This is an optimization exercise on Yosys and OpenROAD, whose aim is small area, a short achievable clock period and few clock cycles per item, not a production implementation.
The RTL was checked by simulation tests, not by an equivalence proof against the original design.

--- design/flow/constraint.sdc ---
create_clock -name core_clock -period 11.0 [get_ports {clk}]
set_input_delay 2.2000 -clock core_clock [delete_from_list [all_inputs] [get_ports {clk}]]
set_output_delay 2.2000 -clock core_clock [all_outputs]
set_load 0.01 [all_outputs]
--- design/flow/run.sh ---
#!/bin/bash
# synth_recipe.tcl (not shown) runs the flow's synth.tcl, then flattens the netlist and writes it again
# the make line also repeats each setting of config.mk as NAME=value (left out here)
make -C /OpenROAD-flow-scripts/flow DESIGN_CONFIG=/design/flow/config.mk WORK_HOME=/design/flow/orfs CLKGATE_MAP_FILE= SYNTH_SCRIPT=/design/flow/synth_recipe.tcl finish
--- design/flow/config.mk ---
export PLATFORM = sky130hd
export DESIGN_NAME = ahb_lite_fir_filter
export DESIGN_NICKNAME = ahb_lite_fir_filter
export VERILOG_FILES = /design/flow/design.v
export SDC_FILE = /design/flow/constraint.sdc
export NUM_CORES = 4
export LEC_CHECK = 0
export CAP_MARGIN = 20
export CORE_MARGIN = 2
export CORE_UTILIZATION = 40
export SLEW_MARGIN = 20
--- design/flow/design.v ---
module datapath_decode (
    input  wire [2:0] op,
    output reg        w_en,
    output reg  [1:0] w_data_sel,
    output reg  [1:0] alu_op
);
    always_comb begin
        w_en = (op != 3'b000);
        case (op)
            3'b010:  w_data_sel = 2'b00;
            3'b011:  w_data_sel = 2'b01;
            default: w_data_sel = 2'b10;
        endcase
        case (op)
            3'b100:  alu_op = 2'b01;
            3'b101:  alu_op = 2'b10;
            3'b110:  alu_op = 2'b11;
            default: alu_op = 2'b00;
        endcase
    end
endmodule
module alu (
    input  wire [16:0] src1_data,
    input  wire [16:0] src2_data,
    input  wire [1:0]  alu_op,
    output reg  [16:0] result,
    output reg         overflow
);
    reg [31:0] full_mult;
    reg [17:0] large_sum;
    reg [17:0] large_dif;
    always_comb begin
        full_mult = src1_data[15:0] * src2_data[15:0];
        large_sum = {src1_data[16], src1_data} + {src2_data[16], src2_data};
        large_dif = {src1_data[16], src1_data} - {src2_data[16], src2_data};
        case (alu_op)
            2'b00: begin
                result   = src1_data;
                overflow = 1'b0;
            end
            2'b01: begin
                result   = large_sum[16:0];
                overflow = large_sum[17] ^ large_sum[16];
            end
            2'b10: begin
                result   = large_dif[16:0];
                overflow = large_dif[17] ^ large_dif[16];
            end
            default: begin
                result   = {1'b0, full_mult[30:15]};
                overflow = full_mult[31];
            end
        endcase
    end
endmodule
module flex_sreg #(parameter NUM_BITS = 17) (
    input  wire                clk,
    input  wire                n_reset,
    input  wire                write_enable,
    input  wire [NUM_BITS-1:0] new_value,
    output reg  [NUM_BITS-1:0] current_value
);
    always_ff @(posedge clk, negedge n_reset) begin
        if (n_reset == 1'b0)
            current_value <= '0;
        else if (write_enable)
            current_value <= new_value;
    end
endmodule
module register_file (
    input  wire        clk,
    input  wire        n_reset,
    input  wire        w_en,
    input  wire [3:0]  r1_sel,
    input  wire [3:0]  r2_sel,
    input  wire [3:0]  w_sel,
    input  wire [16:0] w_data,
    output reg  [16:0] r1_data,
    output reg  [16:0] r2_data,
    output reg  [16:0] outreg_data
);
    wire [16:0] regs_matrix [15:0];
    genvar i;
    generate
        for (i = 0; i < 16; i = i + 1) begin : genblk1
            flex_sreg #(.NUM_BITS(17)) REGX (
                .clk(clk), .n_reset(n_reset),
                .write_enable(w_en && (w_sel == i)),
                .new_value(w_data),
                .current_value(regs_matrix[i])
            );
        end
    endgenerate
    always_comb begin
        r1_data     = regs_matrix[r1_sel];
        r2_data     = regs_matrix[r2_sel];
        outreg_data = regs_matrix[0];
    end
endmodule
module datapath (
    input  wire        clk,
    input  wire        n_reset,
    input  wire [2:0]  op,
    input  wire [3:0]  src1,
    input  wire [3:0]  src2,
    input  wire [3:0]  dest,
    input  wire [15:0] ext_data1,
    input  wire [15:0] ext_data2,
    output wire [16:0] outreg_data,
    output wire        overflow
);
    wire        w_en;
    wire [1:0]  w_data_sel;
    wire [1:0]  alu_op;
    wire [16:0] src1_data;
    wire [16:0] src2_data;
    wire [16:0] alu_result;
    reg  [16:0] dest_data;
    datapath_decode DEC (.op(op), .w_en(w_en), .w_data_sel(w_data_sel), .alu_op(alu_op));
    alu CORE (.src1_data(src1_data), .src2_data(src2_data), .alu_op(alu_op),
              .result(alu_result), .overflow(overflow));
    always_comb begin
        case (w_data_sel)
            2'b00:   dest_data = {1'b0, ext_data1};
            2'b01:   dest_data = {1'b0, ext_data2};
            default: dest_data = alu_result;
        endcase
    end
    register_file RF (.clk(clk), .n_reset(n_reset), .w_en(w_en), .r1_sel(src1),
                      .r2_sel(src2), .w_sel(dest), .w_data(dest_data),
                      .r1_data(src1_data), .r2_data(src2_data),
                      .outreg_data(outreg_data));
endmodule
module flex_counter #(parameter NUM_CNT_BITS = 4)(input wire clk, input wire n_rst, input wire clear, input wire count_enable, input wire [NUM_CNT_BITS-1:0]rollover_val, output reg [NUM_CNT_BITS-1:0]count_out, output reg rollover_flag);
reg [NUM_CNT_BITS-1:0]next_count;
reg next_rollover_flag;
always_ff @ (posedge clk, negedge n_rst) begin
    if(1'b0 == n_rst) begin
        count_out <= '0;
        rollover_flag <= '0;
    end
    else begin
        rollover_flag <= next_rollover_flag;
        count_out <=next_count;
    end
end
always_comb begin
    next_count = '0;
    next_rollover_flag = '0;
    if (clear == 1'b1)begin
        next_count = '0;
        next_rollover_flag = 1'b0;
    end
    else if(count_enable == 1'b1) begin
        if (rollover_val == count_out+1)begin
            next_count = count_out+1;
            next_rollover_flag = '1;
        end
        else if (rollover_val == count_out) begin
            next_count = 10'd1;
            next_rollover_flag = 1'b0;
        end
        else begin
            next_count = count_out+1;
            next_rollover_flag = '0;
        end
    end
    else begin 
        next_count = count_out;
       next_rollover_flag = rollover_flag; 
    end
end
endmodule
module counter(
    input wire clk,
    input wire n_rst,
    input wire cnt_up,
    input wire clear,
    output reg one_k_samples
);
reg [9:0] count_out;
    flex_counter #(.NUM_CNT_BITS(10)) 
    flex_counter1(
        .clk(clk),
        .n_rst(n_rst),
        .clear(clear),
        .count_enable(cnt_up),
        .rollover_val(10'd1000),
        .count_out(count_out),
        .rollover_flag(one_k_samples)
    );
endmodule
module magnitude (input wire[16:0] in, output reg[15:0] out);
    always_comb begin
        out = '0;
        if (in[16] == 1'b1) begin
            out = ~in[15:0] + 1;
        end
        else if (in[16] == 1'b0) begin
            out = in[15:0];
        end
    end
endmodule
module controller (input wire clk, input wire n_rst, input wire dr, input wire lc, input wire overflow,
                   output reg cnt_up, output reg clear, output reg modwait, output reg[2:0] op,
                   output reg[3:0] src1, output reg[3:0] src2, output reg[3:0] dest, output reg err,
                   output reg ff_done
                  );
typedef enum bit [4:0] {
    IDLE, LOAD1, WAIT1, LOAD2,
    WAIT2, LOAD3, WAIT3, LOAD4,
    STORE, ZERO, SORT1, SORT2, SORT3,
    SORT4, MUL1, MUL2, MUL3, MUL4, 
    ADD1, SUB1, ADD2, SUB2, EIDLE} stateType;
    stateType next_state;
    stateType state;
    reg next_clear;
    reg next_cnt_up;
    reg next_modwait;
    reg [2:0]next_op;
    reg [3:0]next_src1;
    reg [3:0]next_src2;
    reg [3:0]next_dest;
    reg next_err;
    reg next_ff_done;
    always_ff @(posedge clk, negedge n_rst) begin
        if(1'b0 == n_rst) begin
            state <= IDLE;
            clear <= '0;
            cnt_up <= '0;
            modwait <= '0;
            op <= '0;
            src1 <= '0;
            src2 <= '0;
            dest <= '0;
            err <= '0;
        end
        else begin
            state <= next_state;
            clear <= next_clear;
            cnt_up <= next_cnt_up;
            modwait <= next_modwait;
            op <= next_op; 
            src1 <= next_src1;
            src2 <= next_src2;
            dest <= next_dest;
            err <= next_err;
        end
    end
    always_comb begin
        next_state = state;
        next_clear = clear;
        next_cnt_up = cnt_up;
        next_modwait = modwait;
        next_op = op;
        next_src1 = src1;
        next_src2 = src2;
        next_dest = dest;
        next_err = err;
        ff_done = '0;
        case(state)
            IDLE: begin
                if (lc == 1'b1) begin
                    next_state = LOAD1;
                    next_clear = '1;
                    next_cnt_up = '0;
                    next_modwait = '1;
                    next_op = 3'b011;
                    next_src1 = '0;
                    next_src2 = '0;
                    next_dest = 4'd10;
                    next_err = '0;
                end
                else if (dr ==1'b1) begin
                    next_state = STORE;
                    next_clear = '0;
                    next_cnt_up = '0;
                    next_modwait = '1;
                    next_op = 3'b010;
                    next_src1 = '0;
                    next_src2 = '0;
                    next_dest = 4'd5;
                    next_err = '0; 
                    ff_done = 1'b0;
                end
                else begin
                    next_state = IDLE;
                    next_clear = '0;
                    next_cnt_up = '0;
                    next_modwait = '0;
                    next_op = '0;
                    next_src1 = '0;
                    next_src2 = '0;
                    next_dest = '0;
                    next_err = '0;  
                    ff_done = 1'b0;
                end
            end
            LOAD1: begin
                    next_state = WAIT1;
                    next_clear = '0;
                    next_cnt_up = '0;
                    next_modwait = '0;
                    next_op = '0;
                    next_src1 = '0;
                    next_src2 = '0;
                    next_dest = '0;
                    next_err = '0;
            end
            WAIT1: begin
                if (lc == 1'b1) begin
                    next_state = LOAD2;
                    next_clear = '0;
                    next_cnt_up = '0;
                    next_modwait = '1;
                    next_op = 3'b011;
                    next_src1 = '0;
                    next_src2 = '0;
                    next_dest = 4'd9;
                    next_err = '0;
                end
                else begin
                    next_state = WAIT1;
                    next_clear = '0;
                    next_cnt_up = '0;
                    next_modwait = '0;
                    next_op = '0;
                    next_src1 = '0;
                    next_src2 = '0;
                    next_dest = '0;
                    next_err = '0;               
                end
            end
            LOAD2: begin
                    next_state = WAIT2;
                    next_clear = '0;
                    next_cnt_up = '0;
                    next_modwait = '0;
                    next_op = '0;
                    next_src1 = '0;
                    next_src2 = '0;
                    next_dest = '0;
                    next_err = '0;
            end
            WAIT2:begin
                if (lc == 1'b1) begin
                    next_state = LOAD3;
                    next_clear = '0;
                    next_cnt_up = '0;
                    next_modwait = '1;
                    next_op = 3'b011;
                    next_src1 = '0;
                    next_src2 = '0;
                    next_dest = 4'd8;
                    next_err = '0;
                end
                else begin
                    next_state = WAIT2;
                    next_clear = '0;
                    next_cnt_up = '0;
                    next_modwait = '0;
                    next_op = '0;
                    next_src1 = '0;
                    next_src2 = '0;
                    next_dest = '0;
                    next_err = '0;               
                end
            end
            LOAD3: begin
                next_state = WAIT3;
                next_clear = '0;
                next_cnt_up = '0;
                next_modwait = '0;
                next_op = '0;
                next_src1 = '0;
                next_src2 = '0;
                next_dest = '0;
                next_err = '0;     
            end
            WAIT3: begin
                if (lc == 1'b1) begin
                    next_state = LOAD4;
                    next_clear = '0;
                    next_cnt_up = '0;
                    next_modwait = '1;
                    next_op = 3'b011;
                    next_src1 = '0;
                    next_src2 = '0;
                    next_dest = 4'd7;
                    next_err = '0;
                end
                else begin
                    next_state = WAIT3;
                    next_clear = '0;
                    next_cnt_up = '0;
                    next_modwait = '0;
                    next_op = '0;
                    next_src1 = '0;
                    next_src2 = '0;
                    next_dest = '0;
                    next_err = '0;               
                end
            end
            LOAD4: begin
                next_state = IDLE;
                next_clear = '0;
                next_cnt_up = '0;
                next_modwait = '0;
                next_op = '0;
                next_src1 = '0;
                next_src2 = '0;
                next_dest = '0;
                next_err = '0;     
            end
            STORE: begin
                if (dr == 1'b1) begin
                    next_state = ZERO;
                    next_clear = '0;
                    next_cnt_up = '1;
                    next_modwait = '1;
                    next_op = 3'b101;
                    next_src1 = 4'd11;
                    next_src2 = 4'd11;
                    next_dest = 4'd0;
                    next_err = '0;
                end
                else if (dr ==1'b0) begin
                    next_state = EIDLE;
                    next_clear = '0;
                    next_cnt_up = '0;
                    next_modwait = '0;
                    next_op = '0;
                    next_src1 = '0;
                    next_src2 = '0;
                    next_dest = '0;
                    next_err = '1;               
                end
            end
            ZERO: begin
                next_state = SORT1;
                next_clear = '0;
                next_cnt_up = '0;
                next_op = 3'b001;
                next_src1 = 4'd2;
                next_src2 = '0;
                next_dest = 4'd1;
                next_err = '0;     
            end
            SORT1: begin
                next_state = SORT2;
                next_clear = '0;
                next_cnt_up = '0;
                next_op = 3'b001;
                next_src1 = 4'd3;
                next_src2 = '0;
                next_dest = 4'd2;
                next_err = '0; 
                ff_done = 1'b1;
            end
            SORT2: begin
                next_state = SORT3;
                next_clear = '0;
                next_cnt_up = '0;
                next_op = 3'b001;
                next_src1 = 4'd4;
                next_src2 = '0;
                next_dest = 4'd3;
                next_err = '0;     
            end
            SORT3: begin
                next_state = SORT4;
                next_clear = '0;
                next_cnt_up = '0;
                next_op = 3'b001;
                next_src1 = 4'd5;
                next_src2 = '0;
                next_dest = 4'd4;
                next_err = '0;     
            end
            SORT4: begin
             next_state = MUL1;
                next_clear = '0;
                next_cnt_up = '0;
                next_op = 3'b110;
                next_src1 = 4'd1;
                next_src2 = 4'd7;
                next_dest = 4'd6;
                next_err = '0;     
            end
            MUL1: begin
             next_state = ADD1;
                next_clear = '0;
                next_cnt_up = '0;
                next_op = 3'b100;
                next_src1 = 4'd0;
                next_src2 = 4'd6;
                next_dest = 4'd0;
                next_err = '0;     
            end
            MUL2: begin
             next_state = SUB1;
                next_clear = '0;
                next_cnt_up = '0;
                next_op = 3'b101;
                next_src1 = 4'd0;
                next_src2 = 4'd6;
                next_dest = 4'd0;
                next_err = '0;     
            end
            MUL3: begin
             next_state = ADD2;
                next_clear = '0;
                next_cnt_up = '0;
                next_op = 3'b100;
                next_src1 = 4'd0;
                next_src2 = 4'd6;
                next_dest = 4'd0;
                next_err = '0;     
            end
            MUL4: begin
             next_state = SUB2;
                next_clear = '0;
                next_cnt_up = '0;
                next_op = 3'b101;
                next_src1 = 4'd0;
                next_src2 = 4'd6;
                next_dest = 4'd0;
                next_err = '0;     
            end
            ADD1: begin
                 if (overflow == 1'b1) begin
                    next_state = EIDLE;
                    next_clear = '0;
                    next_cnt_up = '0;
                    next_modwait = '0;
                    next_op = '0;
                    next_src1 = '0;
                    next_src2 = '0;
                    next_dest = '0;
                    next_err = '1;
                end
                else if (overflow ==1'b0) begin
                    next_state = MUL2;
                    next_clear = '0;
                    next_cnt_up = '0;
                    next_op = 3'b110;
                    next_src1 = 4'd2;
                    next_src2 = 4'd8;
                    next_dest = 4'd6;
                    next_err = '0;               
                end   
            end
            SUB1: begin
                 if (overflow == 1'b1) begin
                    next_state = EIDLE;
                    next_clear = '0;
                    next_cnt_up = '0;
                    next_modwait = '0;
                    next_op = '0;
                    next_src1 = '0;
                    next_src2 = '0;
                    next_dest = '0;
                    next_err = '1;
                end
                else if (overflow == 1'b0) begin
                    next_state = MUL3;
                    next_clear = '0;
                    next_cnt_up = '0;
                    next_op = 3'b110;
                    next_src1 = 4'd3;
                    next_src2 = 4'd9;
                    next_dest = 4'd6;
                    next_err = '0;               
                end   
            end
            ADD2: begin
                 if (overflow == 1'b1) begin
                    next_state = EIDLE;
                    next_clear = '0;
                    next_cnt_up = '0;
                    next_modwait = '0;
                    next_op = '0;
                    next_src1 = '0;
                    next_src2 = '0;
                    next_dest = '0;
                    next_err = '1;
                end
                else if (overflow ==1'b0) begin
                    next_state = MUL4;
                    next_clear = '0;
                    next_cnt_up = '0;
                    next_op = 3'b110;
                    next_src1 = 4'd4;
                    next_src2 = 4'd10;
                    next_dest = 4'd6;
                    next_err = '0;               
                end  
            end
            SUB2: begin
                if (overflow == 1'b1) begin
                    next_state = EIDLE;
                    next_clear = '0;
                    next_cnt_up = '0;
                    next_modwait = '0;
                    next_op = '0;
                    next_src1 = '0;
                    next_src2 = '0;
                    next_dest = '0;
                    next_err = '1;
                end
                else if (overflow == 1'b0) begin
                    next_state = IDLE;
                    next_clear = '0;
                    next_cnt_up = '0;
                    next_modwait = '0;
                    next_op = '0;
                    next_src1 = '0;
                    next_src2 = '0;
                    next_dest = '0;
                    next_err = '0; 
                end
            end
            EIDLE: begin
                if (lc == 1'b1) begin
                    next_state = LOAD1;
                    next_clear = '1;
                    next_cnt_up = '0;
                    next_modwait = '1;
                    next_op = 3'b011;
                    next_src1 = '0;
                    next_src2 = '0;
                    next_dest = 4'd10;
                    next_err = '0;
                end
                else if (dr == 1'b1) begin
                    next_state = STORE;
                    next_clear = '0;
                    next_cnt_up = '0;
                    next_modwait = '1;
                    next_op = 3'b010;
                    next_src1 = '0;
                    next_src2 = '0;
                    next_dest = 4'd5;
                    next_err = '0;
                end
                else if (dr ==1'b0) begin
                    next_state = EIDLE;
                    next_clear = '0;
                    next_cnt_up = '0;
                    next_modwait = '0;
                    next_op = '0;
                    next_src1 = '0;
                    next_src2 = '0;
                    next_dest = '0;
                    next_err = '1;               
                end    
            end 
        endcase
    end
endmodule
module fir_filter (input wire clk, input wire n_reset, input wire[15:0] sample_data,
                   input wire[15:0] fir_coefficient, input wire load_coeff, input wire data_ready,
                   output reg one_k_samples, output reg modwait, output reg[15:0] fir_out, output reg err,
                   output reg ff_done
                  );
logic [16:0] outreg_data;
logic [2:0]op;
logic [3:0]src1;
logic [3:0]src2;
logic [3:0]dest;
logic overflow;
logic clear;
logic cnt_up;
controller control(
    .clk(clk),
    .n_rst(n_reset),
    .dr(data_ready),
    .lc(load_coeff),
    .overflow(overflow),
    .cnt_up(cnt_up),
    .clear(clear),
    .modwait(modwait),
    .op(op),
    .src1(src1),
    .src2(src2),
    .dest(dest),
    .err(err),
    .ff_done(ff_done)
);
counter count(
    .clk(clk),
    .n_rst(n_reset),
    .cnt_up(cnt_up),
    .clear(clear),
    .one_k_samples(one_k_samples)
);
datapath dat(
    .clk(clk),
    .n_reset(n_reset),
    .op(op),
    .src1(src1),
    .src2(src2),
    .dest(dest),
    .ext_data1(sample_data),
    .ext_data2(fir_coefficient),
    .outreg_data(outreg_data),
    .overflow(overflow)
);
magnitude mag(
    .in(outreg_data),
    .out(fir_out)
);
endmodule
module coefficient_loader(
    input wire clk, input wire n_reset,
    input wire new_coefficient_set,
    input wire modwait,
    output reg load_coeff,
    output reg [1:0] coefficient_num,
    output reg cl_done, output reg cl_busy
);
typedef enum bit [3:0] {
    IDLE, LOAD1, WAIT1, LOAD2,
    WAIT2, LOAD3, WAIT3, LOAD4, WAIT4} stateType;
    stateType next_state;
    stateType state;
    reg [1:0] next_coff_num;
    reg next_load_coeff;
    reg next_cl_done;
    reg next_cl_busy;
always_ff @ (posedge clk, negedge n_reset) begin
    if (n_reset == 1'b0) begin
        state <= IDLE;
        coefficient_num <= '0;
        load_coeff <= '0;
        cl_busy <= '0;
    end
    else begin
        state <= next_state;
        coefficient_num <= next_coff_num;
        load_coeff <= next_load_coeff;
        cl_busy <= next_cl_busy;
    end
end
always_comb begin
    next_state = state;
    next_coff_num = coefficient_num;
    next_load_coeff = load_coeff;
    cl_done = 1'b0;
    next_cl_busy = cl_busy;
    case(state)
        IDLE: begin
            if (new_coefficient_set == 1'b1) begin
                next_state = LOAD1;
                next_coff_num = '0;
                next_load_coeff = 1'b1;
                cl_done = '0;
                next_cl_busy = 1'b1;
            end
            else begin
                next_state = IDLE;
                next_coff_num = '0;
                next_load_coeff = '0;
                cl_done = '0;
                next_cl_busy = 1'b0;
            end
        end
        LOAD1: begin
            next_state = WAIT1;
            next_load_coeff = 1'b0;
            next_cl_busy = 1'b1;
        end
        WAIT1: begin
            if(modwait == 1'b1) begin
                next_state = WAIT1;
                next_load_coeff = 1'b0;
                next_cl_busy = 1'b1;
            end
            else if(modwait == 1'b0) begin
                next_state = LOAD2;
                next_coff_num = 2'b01;
                next_load_coeff = 1'b1;
                next_cl_busy = 1'b1;
            end
        end
        LOAD2: begin
            next_state = WAIT2;
            next_load_coeff = 1'b0;
            next_cl_busy = 1'b1;
        end
        WAIT2: begin
            if(modwait == 1'b1) begin
                next_state = WAIT2;
                next_load_coeff = 1'b0;
                next_cl_busy = 1'b1;
            end
            else if(modwait == 1'b0) begin
                next_state = LOAD3;
                next_coff_num = 2'b10;
                next_load_coeff = 1'b1;
                next_cl_busy = 1'b1;
            end
        end
        LOAD3: begin
            next_state = WAIT3;
            next_load_coeff = 1'b0;
            next_cl_busy = 1'b1;
        end
        WAIT3: begin
            if(modwait == 1'b1) begin
                next_state = WAIT3;
                next_load_coeff = 1'b0;
                next_cl_busy = 1'b1;
            end
            else if(modwait == 1'b0) begin
                next_state = LOAD4;
                next_coff_num = 2'b11;
                next_load_coeff = 1'b1; 
                next_cl_busy = 1'b1;
            end
        end
        LOAD4: begin
            next_state = WAIT4;
            next_load_coeff = 1'b0;
            next_cl_busy = 1'b1;
        end
        WAIT4: begin
            next_state = IDLE;
            cl_done = 1'b1;
            next_cl_busy = 1'b0;
        end
    endcase
end
endmodule
module ahb_lite_slave (
    input wire clk, input wire n_rst,
    input wire [1:0] coefficient_num, input wire modwait,
    input wire [15:0] fir_out, input wire err, input wire hsel,
    input wire [3:0] haddr, input wire hsize, input wire cl_done, input wire cl_busy,
    input wire ff_done,
    input wire [1:0] htrans, input wire hwrite, input wire [15:0] hwdata,
    output reg [15:0] sample_data, output reg data_ready, 
    output reg new_coefficient_set, output reg [15:0] fir_coefficient,
    output reg [15:0] hrdata, output reg hresp
    );
    reg [4:0] read_select;
    reg [4:0] write_select;
    reg [4:0] next_write_select;
    reg [4:0] next_read_select;
    reg [15:0] f_zero;
    reg [15:0] next_f_zero;
    reg [15:0] f_one;
    reg [15:0] next_f_one;   
    reg [15:0] f_two;
    reg [15:0] next_f_two;  
    reg [15:0] f_three;
    reg [15:0] next_f_three; 
    reg [15:0] sample_data_temp;
    reg [15:0] next_sample_data_temp;
    reg new_coff_set_temp;
    reg next_new_coff_set_temp;
    reg next_data_ready;
    reg busy;
    always_ff @ (posedge clk, negedge n_rst) begin
        if (n_rst == 1'b0) begin
            f_zero <= '0;
            f_one <= '0;
            f_two <= '0;
            f_three <= '0;
            sample_data_temp <= '0;
            new_coff_set_temp <= '0;
            write_select <= '0;
            read_select <= '0;
            data_ready <= '0;
        end
        else begin
            f_zero <= next_f_zero;
            f_one <= next_f_one;
            f_two <= next_f_two;
            f_three <= next_f_three;
            write_select <= next_write_select;
            read_select <= next_read_select;
            sample_data_temp <= next_sample_data_temp;
            new_coff_set_temp <= next_new_coff_set_temp;
            data_ready <= next_data_ready;
        end
    end
    always_comb begin : SET_OUTPUTS
        fir_coefficient = '0;
        if(new_coff_set_temp == 1'b1) begin
            if (coefficient_num == 2'd0) begin
                fir_coefficient = f_zero;
            end
            else if (coefficient_num == 2'd1) begin
                fir_coefficient = f_one;
            end
             else if (coefficient_num == 2'd2) begin
                fir_coefficient = f_two;
            end 
             else if (coefficient_num == 2'd3) begin
                fir_coefficient = f_three;
            end
        end
        sample_data = sample_data_temp;
        new_coefficient_set = new_coff_set_temp;
    end 
    always_comb begin: ADDRESS_MAPPING
        hresp = 1'b0;
        next_write_select = '0;
        next_read_select = '0;
        if(hsel && (htrans != 1'b0)) begin
            if (hwrite == 1'b1) begin
                if(haddr == 4'd4) begin
                    if (hsize == 1'b1) begin
                        next_write_select = 5'd1;
                    end
                    else if(hsize == 1'b0) begin
                        next_write_select = 5'd2;
                    end
                end
                else if(haddr == 4'd5) begin
                     if (hsize == 1'b1) begin
                        next_write_select = 5'd3;
                    end
                    else if(hsize == 1'b0) begin
                        next_write_select = 5'd4;
                    end                  
                end
                else if(haddr == 4'd6) begin
                     if (hsize == 1'b1) begin
                        next_write_select = 5'd5;
                    end
                    else if(hsize == 1'b0) begin
                        next_write_select = 5'd6;
                    end                  
                end
                else if(haddr == 4'd7) begin
                     if (hsize == 1'b1) begin
                        next_write_select = 5'd7;
                    end
                    else if(hsize == 1'b0) begin
                        next_write_select = 5'd8;
                    end                  
                end
                else if(haddr == 4'd8) begin
                     if (hsize == 1'b1) begin
                        next_write_select = 5'd9;
                    end
                    else if(hsize == 1'b0) begin
                        next_write_select = 5'd10;
                    end                 
                end
                else if(haddr == 4'd9) begin
                     if (hsize == 1'b1) begin
                        next_write_select = 5'd11;
                    end
                    else if(hsize == 1'b0) begin
                        next_write_select = 5'd12;
                    end                 
                end
                else if(haddr == 4'd10) begin
                     if (hsize == 1'b1) begin
                        next_write_select = 5'd13;
                    end
                    else if(hsize == 1'b0) begin
                        next_write_select = 5'd14;
                    end                  
                end
                else if(haddr == 4'd11) begin
                     if (hsize == 1'b1) begin
                        next_write_select = 5'd15;
                    end
                    else if(hsize == 1'b0) begin
                        next_write_select = 5'd16;
                    end                
                end
                else if(haddr == 4'd12) begin
                     if (hsize == 1'b1) begin
                        next_write_select = 5'd17;
                    end
                    else if(hsize == 1'b0) begin
                        next_write_select = 5'd18;
                    end                
                end
                else if(haddr == 4'd13) begin
                     if (hsize == 1'b1) begin
                        next_write_select = 5'd19;
                    end
                    else if(hsize == 1'b0) begin
                        next_write_select = 5'd20;
                    end            
                end
                else if(haddr == 4'd14) begin
                    next_write_select = 5'd21;                
                end
                else begin
                    hresp = 1'b1;
                end
            end
            else if(hwrite == 1'b0) begin
                 if(haddr == 4'd0) begin
                    if (hsize == 1'b1) begin
                        next_read_select = 5'd1;     
                    end
                    else if(hsize == 1'b0) begin
                        next_read_select = 5'd2;
                    end
                end
                else if(haddr == 4'd1) begin
                     if (hsize == 1'b1) begin
                        next_read_select = 5'd3;     
                    end
                    else if(hsize == 1'b0) begin
                        next_read_select = 5'd4;
                    end              
                end
                else if(haddr == 4'd2) begin
                     if (hsize == 1'b1) begin
                        next_read_select = 5'd5;     
                    end
                    else if(hsize == 1'b0) begin
                        next_read_select = 5'd6;
                    end                  
                end
                else if(haddr == 4'd3) begin
                     if (hsize == 1'b1) begin
                        next_read_select = 5'd7;     
                    end
                    else if(hsize == 1'b0) begin
                        next_read_select = 5'd8;
                    end                 
                end
                else if(haddr == 4'd4) begin
                     if (hsize == 1'b1) begin
                        next_read_select = 5'd9;     
                    end
                    else if(hsize == 1'b0) begin
                        next_read_select = 5'd10;
                    end           
                end
                else if(haddr == 4'd5) begin
                     if (hsize == 1'b1) begin
                        next_read_select = 5'd11;     
                    end
                    else if(hsize == 1'b0) begin
                        next_read_select = 5'd12;
                    end                 
                end
                else if(haddr == 4'd6) begin
                     if (hsize == 1'b1) begin
                        next_read_select = 5'd13;     
                    end
                    else if(hsize == 1'b0) begin
                        next_read_select = 5'd14;
                    end                 
                end
                else if(haddr == 4'd7) begin
                     if (hsize == 1'b1) begin
                        next_read_select = 5'd15;     
                    end
                    else if(hsize == 1'b0) begin
                        next_read_select = 5'd16;
                    end            
                end
                else if(haddr == 4'd8) begin
                     if (hsize == 1'b1) begin
                        next_read_select = 5'd17;     
                    end
                    else if(hsize == 1'b0) begin
                        next_read_select = 5'd18;
                    end                
                end
                else if(haddr == 4'd9) begin
                     if (hsize == 1'b1) begin
                        next_read_select = 5'd19;     
                    end
                    else if(hsize == 1'b0) begin
                        next_read_select = 5'd20;
                    end                  
                end
                else if(haddr == 4'd10) begin
                     if (hsize == 1'b1) begin
                        next_read_select = 5'd21;     
                    end
                    else if(hsize == 1'b0) begin
                        next_read_select = 5'd22;
                    end                  
                end
                else if(haddr == 4'd11) begin
                     if (hsize == 1'b1) begin
                        next_read_select = 5'd23;     
                    end
                    else if(hsize == 1'b0) begin
                        next_read_select = 5'd24;
                    end                 
                end
                else if(haddr == 4'd12) begin
                     if (hsize == 1'b1) begin
                        next_read_select = 5'd25;     
                    end
                    else if(hsize == 1'b0) begin
                        next_read_select = 5'd26;
                    end               
                end
                else if(haddr == 4'd13) begin
                     if (hsize == 1'b1) begin
                        next_read_select = 5'd27;     
                    end
                    else if(hsize == 1'b0) begin
                        next_read_select = 5'd28;
                    end                  
                end
                else if(haddr == 4'd14) begin
                    next_read_select = 5'd29;                 
                end
                else begin
                    hresp = 1'b1;
                end
            end
        end
    end
    always_comb begin: HRDATA
        hrdata = '0;
        if(read_select == 5'd1) begin
            hrdata = {7'd0, err, 7'd0, busy};
        end
        else if (read_select == 5'd2) begin
            hrdata = {15'd0, busy};
        end
        else if(read_select == 5'd3) begin
            hrdata = {7'd0, err, 7'd0, busy};
        end
        else if (read_select == 5'd4) begin
            hrdata = {7'd0, err, 8'd0};
        end
        else if(read_select == 5'd5) begin
            hrdata = fir_out;
        end
        else if (read_select ==5'd6) begin
            hrdata = {8'd0,fir_out[7:0]};
        end
        else if(read_select == 5'd7) begin
            hrdata = fir_out;
        end
        else if (read_select == 5'd8) begin
            hrdata = {fir_out[15:8], 8'd0};
        end
        else if(read_select == 5'd9) begin
            hrdata = sample_data;
        end
        else if (read_select == 5'd10) begin
            hrdata = {8'd0, sample_data[7:0]};
        end
        else if(read_select == 5'd11) begin
            hrdata = sample_data;
        end
        else if (read_select == 5'd12) begin
            hrdata = {sample_data[15:8], 8'd0};
        end
        else if(read_select == 5'd13) begin
            hrdata = f_zero;
        end
        else if (read_select == 5'd14) begin
            hrdata = {8'd0, f_zero[7:0]};
        end
        else if(read_select == 5'd15) begin
            hrdata = f_zero;
        end
        else if (read_select == 5'd16) begin
            hrdata = {f_zero[15:8], 8'd0};
        end
        else if(read_select == 5'd17) begin
            hrdata = f_one;
        end
        else if (read_select == 5'd18) begin
            hrdata = {8'd0, f_one[7:0]};
        end
        else if(read_select == 5'd19) begin
            hrdata = f_one;
        end
        else if (read_select == 5'd20) begin
            hrdata = {f_one[15:8], 8'd0};
        end
        else if(read_select == 5'd21) begin
            hrdata = f_two;
        end
        else if (read_select == 5'd22) begin
            hrdata = {8'd0, f_two[7:0]};
        end
        else if(read_select == 5'd23) begin
            hrdata = f_two;
        end
        else if (read_select == 5'd24) begin
            hrdata = {f_two[15:8], 8'd0};
        end
        else if(read_select == 5'd25) begin
            hrdata = f_three;
        end
        else if (read_select == 5'd26) begin
            hrdata = {8'd0, f_three[7:0]};
        end
        else if(read_select == 5'd27) begin
            hrdata = f_three;
        end
        else if (read_select == 5'd28) begin
            hrdata = {f_three[15:8], 8'd0};
        end
        else if(read_select == 5'd29) begin
            hrdata = {15'd0, new_coefficient_set};
        end
    end
    always_comb begin: HWDATA
        busy = 1'b0;
        next_data_ready = data_ready; 
        next_sample_data_temp = sample_data_temp;
        next_f_zero = f_zero;
        next_f_one = f_one;
        next_f_two = f_two;
        next_f_three = f_three;
        if(write_select == 5'd1) begin
            next_sample_data_temp = hwdata;
            next_data_ready = 1'b1;
        end
        if (write_select == 5'd2) begin
            next_sample_data_temp[7:0] = hwdata[7:0];
            next_data_ready = 1'b1;
        end
        if(write_select == 5'd3) begin
            next_sample_data_temp = hwdata;
            next_data_ready = 1'b1;
        end
        if (write_select == 5'd4) begin
            next_sample_data_temp[15:8] = hwdata[15:8];
            next_data_ready = 1'b1;
        end
        if(write_select == 5'd5) begin
            next_f_zero = hwdata;
        end
        if (write_select == 5'd6) begin
            next_f_zero[7:0] = hwdata[7:0];
        end
        if(write_select == 5'd7) begin
            next_f_zero = hwdata;
        end
        if (write_select == 5'd8) begin
            next_f_zero[15:8] = hwdata[15:8];
        end
        if(write_select == 5'd9) begin
            next_f_one = hwdata;
        end
        if (write_select == 5'd10) begin
            next_f_one[7:0] = hwdata[7:0];
        end
        if(write_select == 5'd11) begin
            next_f_one = hwdata;
        end
        if (write_select == 5'd12) begin
            next_f_one[15:8] = hwdata[15:8];
        end
        if(write_select == 5'd13) begin
            next_f_two = hwdata;
        end
        if (write_select == 5'd14) begin
            next_f_two[7:0] = hwdata[7:0];
        end
        if(write_select == 5'd15) begin
            next_f_two = hwdata;
        end
        if (write_select == 5'd16) begin
            next_f_two[15:8] = hwdata[15:8];
        end
        if(write_select == 5'd17) begin
            next_f_three = hwdata;
        end
        if (write_select == 5'd18) begin
            next_f_three[7:0] = hwdata[7:0];
        end
        if(write_select == 5'd19) begin
            next_f_three = hwdata;
        end
        if (write_select == 5'd20) begin
            next_f_three[15:8] = hwdata[15:8];
        end
        if(write_select == 5'd21) begin
            next_new_coff_set_temp = hwdata[0];
        end
        else begin
            next_new_coff_set_temp = new_coff_set_temp;;
        end
        if(cl_done == 1'b1) begin
            next_new_coff_set_temp = 1'b0;
        end
        if(ff_done == 1'b1) begin
            next_data_ready = 1'b0;
        end
        busy = modwait | data_ready | new_coff_set_temp | cl_busy;
    end
endmodule
module ahb_lite_fir_filter (
    input wire clk, input wire n_rst, input wire hsel,
    input wire [3:0] haddr, input wire hsize, 
    input wire [1:0] htrans, input wire hwrite,
    input wire [15:0] hwdata, output reg [15:0] hrdata,
    output reg hresp
    );
    reg [15:0] sample_data;
    reg data_ready;
    reg new_coefficient_set;
    reg [1:0] coefficient_num;
    reg [15:0] fir_coefficient;
    reg modwait;
    reg [15:0] fir_out;
    reg err;
    reg load_coeff;
    reg one_k_samples;
    reg ff_done;
    reg cl_done;
    reg cl_busy;
    ahb_lite_slave als(
        .clk(clk), .n_rst(n_rst),
        .sample_data(sample_data), .data_ready(data_ready),
        .new_coefficient_set(new_coefficient_set),
        .coefficient_num(coefficient_num),
        .fir_coefficient(fir_coefficient), .modwait(modwait),
        .fir_out(fir_out), .err(err), .hsel(hsel),
        .haddr(haddr), .hsize(hsize), .htrans(htrans),
        .hwrite(hwrite), .hwdata(hwdata), .hrdata(hrdata),
        .hresp(hresp), .cl_done(cl_done), .cl_busy(cl_busy),
        .ff_done(ff_done)
    );
    fir_filter ff(
        .clk(clk), .n_reset(n_rst), .sample_data(sample_data),
        .data_ready(data_ready), .fir_coefficient(fir_coefficient),
        .load_coeff(load_coeff), .one_k_samples(one_k_samples), 
        .modwait(modwait), .fir_out(fir_out), .err(err),
        .ff_done(ff_done)
    );
    coefficient_loader cl (
        .clk(clk), .n_reset(n_rst),
        .new_coefficient_set(new_coefficient_set),
        .modwait(modwait), .load_coeff(load_coeff),
        .coefficient_num(coefficient_num),
        .cl_done(cl_done), .cl_busy(cl_busy)
    );
endmodule
==> flow_metrics.py <==
metrics = {
    "sta": {
        "finalSetupViolations": 0,
        "tns_ns": 0,
        "rsz0062_at_grt": "no",
        "max_freq_mhz": 96.4,
        "tightest_slew_ns": 1.20,
        "drv_slew": 0,
        "final-hold-violation-count": 0,
        "hold_slack_ns": 0.520,
        "fin_crit_sh": 0.943,
        "worst_clock_skew_ns": 0.0508,
        "relSlewSlack": 0.201,
        "finalCriticalPeriod_ns": 10.37,
    },
    "die": {
        "die_w_um": 283,
        "initial_utilization": 0.403,
        "die_area_mm2": 0.0803,
        "rows": 102,
        "core_area_mm2": 0.0773,
        "io_pins": 44,
        "fp.dieH_um": 283,
    },
    "cts": {
        "h-tree-depth": 2,
        "cts_buffers": 43,
        "path_clk_slew_ns": 0.06,
        "numClockSinks": 394,
        "cts_tree": "yes",
        "clk_latency_ns": 0.62,
        "ctsResizeCount": 0,
        "holdBufCountCts": 0,
        "ctsRootBufferMaster": "clkbuf_16",
        "post_cts_buffers": 0,
        "ctsLongestPathBuffers": 3,
    },
    "critical_path": {
        "worst_path_largest_cell_delay_ns": 0.82,
        "r2r_slack_ns": 0.63,
        "crit_required_ns": 11.45,
        "rr_endpoint": "ff.dat.RF.genblk1[3].REGX.current_value[10]",
        "cpMaxStageDelayCell": "dfrtp_1",
        "endpoint_kind": "flop",
        "crit_arrival_ns": 10.83,
        "critPathKind": "flop to flop",
        "worstPathMaxFanout": 24,
        "cpMostUsedCell": "fa_1",
        "start_kind": "flop",
        "reg2regPathDepth": 28,
        "r2r_start": "ff.control.src2[0]",
    },
    "grt": {
        "grt_antenna_before_repair": 3,
        "grtUsageTotal": 0.277,
        "grt_pass1_wl_um": 171000,
        "grt_pass1_vias": 26706,
        "grt_max_degree": 184,
        "gr-total-overflow": 0,
    },
    "yosys": {
        "syn_nets": 3731,
        "netlist.area_leader.share": 0.316,
        "synth.most_common_cell": "dfrtp_1",
        "synth_area_leaders": "dfrtp_1 (32%), fa_1 (13%), mux2_2 (6.3%), ha_1 (5.5%), a21oi_1 (4.0%)",
        "ys_types": 95,
        "synth-async-reset-ratio": 1.00,
        "synthesis.area_mm2": 0.0312,
        "synth_warnings": 10,
        "synth-edff-count": 0,
        "synth-main-ff-cell": "dfrtp_1",
        "ys_seq_area_frac": 0.316,
        "yosys-top-cells-count": "dfrtp_1 (394), nand2_1 (307), nor2_1 (297)",
        "syn_avg_cell_area_um2": 9.25,
        "syn_inst": 3373,
        "synth_top_area_cell": "dfrtp_1",
        "ys_seq_elements": 394,
    },
    "run_status": {
        "outcome": "complete, no violations",
    },
    "final_layout": {
        "seqCellArea_mm2": 0.00986,
        "num_antenna_cells": 0,
        "multiInputGateArea_mm2": 0.0195,
        "nets": 3719,
        "drive_gt1_frac": 0.134,
        "area_growth_pct": 10.9,
        "nFillCells": 7538,
    },
    "detailed_routing": {
        "drt_wl_total_um": 112000,
        "drc": 0,
        "postRouteAntennaNets": 0,
        "first_pass_iters": 8,
        "wl_per_cell_um": 25.3,
        "vias": 27181,
        "avgViaCountPerCell": 6.13,
        "drt_iter0_markers": 3104,
    },
    "worst_hold_path": {
        "min_from": "ff.dat.RF.genblk1[15].REGX.current_value[5]",
        "worstHoldPathCells": 2,
        "holdPathEnd": "ff.dat.RF.genblk1[15].REGX.current_value[5]",
        "min_path_type": "flop to flop",
    },
    "place": {
        "port_buffers": 43,
        "dp_hpwl_um": 80300,
        "finalWeightedCongestion": 0.969,
    },
    "flow_run": {
        "maxCapViolations": 0,
    },
}
-- state kept, by name, summed over array words and instances (netlist names), 16 cells and up --
signal,flops
ff.dat.RF.genblk1.REGX.current_value,272
als.f_one,16
als.f_three,16
als.f_two,16
als.f_zero,16
als.sample_data_temp,16
-- critical path: cells and delay by family, from the launching register on --
| kind | cells | cell delay, ns |
|---|---|---|
| AO/OA/AOI/OAI | 7 | 2.15 |
| adder cells (fa/ha/maj) | 8 | 3.59 |
| buffers and inverters | 5 | 0.57 |
| flip-flops | 1 | 0.82 |
| multiplexers | 1 | 0.50 |
| AND/OR/NAND/NOR | 7 | 2.56 |
-- how the worst max path moves through the flow --
stage                       start                                          end  slack, ns  cells after the start
5_1_grt        ff.control.src2[0]   ff.dat.RF.genblk1[0].REGX.current_value[3]       0.26                     28
4_1_cts        ff.control.src2[0]   ff.dat.RF.genblk1[3].REGX.current_value[5]       0.87                     28
3_5_place_dp   ff.control.src2[0]   ff.dat.RF.genblk1[3].REGX.current_value[5]       0.89                     28
6_report       ff.control.src2[0]  ff.dat.RF.genblk1[3].REGX.current_value[10]       0.63                     28
3_3_place_gp   ff.control.src2[0]  ff.dat.RF.genblk1[12].REGX.current_value[5]       0.95                     28
2_1_floorplan  ff.control.src1[2]                           ff.control.modwait       2.33                     33
-- logic make-up after synthesis --
kind of cell	synth area share
compound gates	0.193
simple gates	0.148
flops	0.316
xor+xnor	0.0123
fa+ha+maj	0.180
mux	0.0858
buf+inv	0.0645
-- metal layers --
metal | track usage | share of wire
met3 | 0.0425 | 0.089
met2 | 0.426 | 0.44
met1 | 0.385 | 0.42
met4 | 0.128 | 0.051
met5 | 0 | 0.00013
-- cells in the final DEF, fill, tap and decap left out, types with 114 or more instances in the layout --
master	instances
dfrtp_1	394
nand2_1	307
inv_1	293
nor2_1	286
a21oi_1	251
fa_1	195
mux2_2	175
ha_1	136
o21ai_0	132
buf_4	117
a22oi_1	114
-- metrics by stage --
stage               area [um^2]  worst slack, ns  utilization  cells
finish                    34600            0.628        0.448   4435
global route              34600            0.264        0.448   4435
CTS                       34600            0.869        0.447   4434
detailed placement        33100            0.889        0.428   4355
global placement          33100            0.955        0.428   4355
floorplan                 31200             2.33            -   3373
-- cell type report --
type | count | share of cell area
Clock buffer | 55 | 0.0335
Multi-Input combinational cell | 2464 | 0.564
Sequential cell | 394 | 0.285
Inverter | 296 | 0.0322
Timing Repair Buffer | 162 | 0.0393
Tap cell | 1040 | 0.0376
Clock inverter | 24 | 0.00857
Testbench counts, summed over its fixed seeds: cycles 28,952, samples 1,600.

## separate check: timing with driven ports
In the flow no input, the clock included, has a driving cell. The finished layout below was timed again as built, in two steps. Step 1 assumes that a clkbuf_16 drives the clock port and a buf_2 every other input. Step 2 also shifts input and output timing later by t, the mid clock arrival at the registers, as if the neighbouring blocks saw the same clock. Three values: no drivers, after step 1, after step 2; two values: the first two.
shift t [ns]: 0.657
slack for setup (ns): 0.628 / 0.628 / 0.628
clock arrival spread, ns: 0.050 / 0.051
worst slew at a driven data input, ns: 0.06
pins driven straight from the clock port: 1
After both steps setup and hold are still met in this run. The setup slack of this run moves by 0.000 ns with the drivers and by 0.000 ns with both steps.
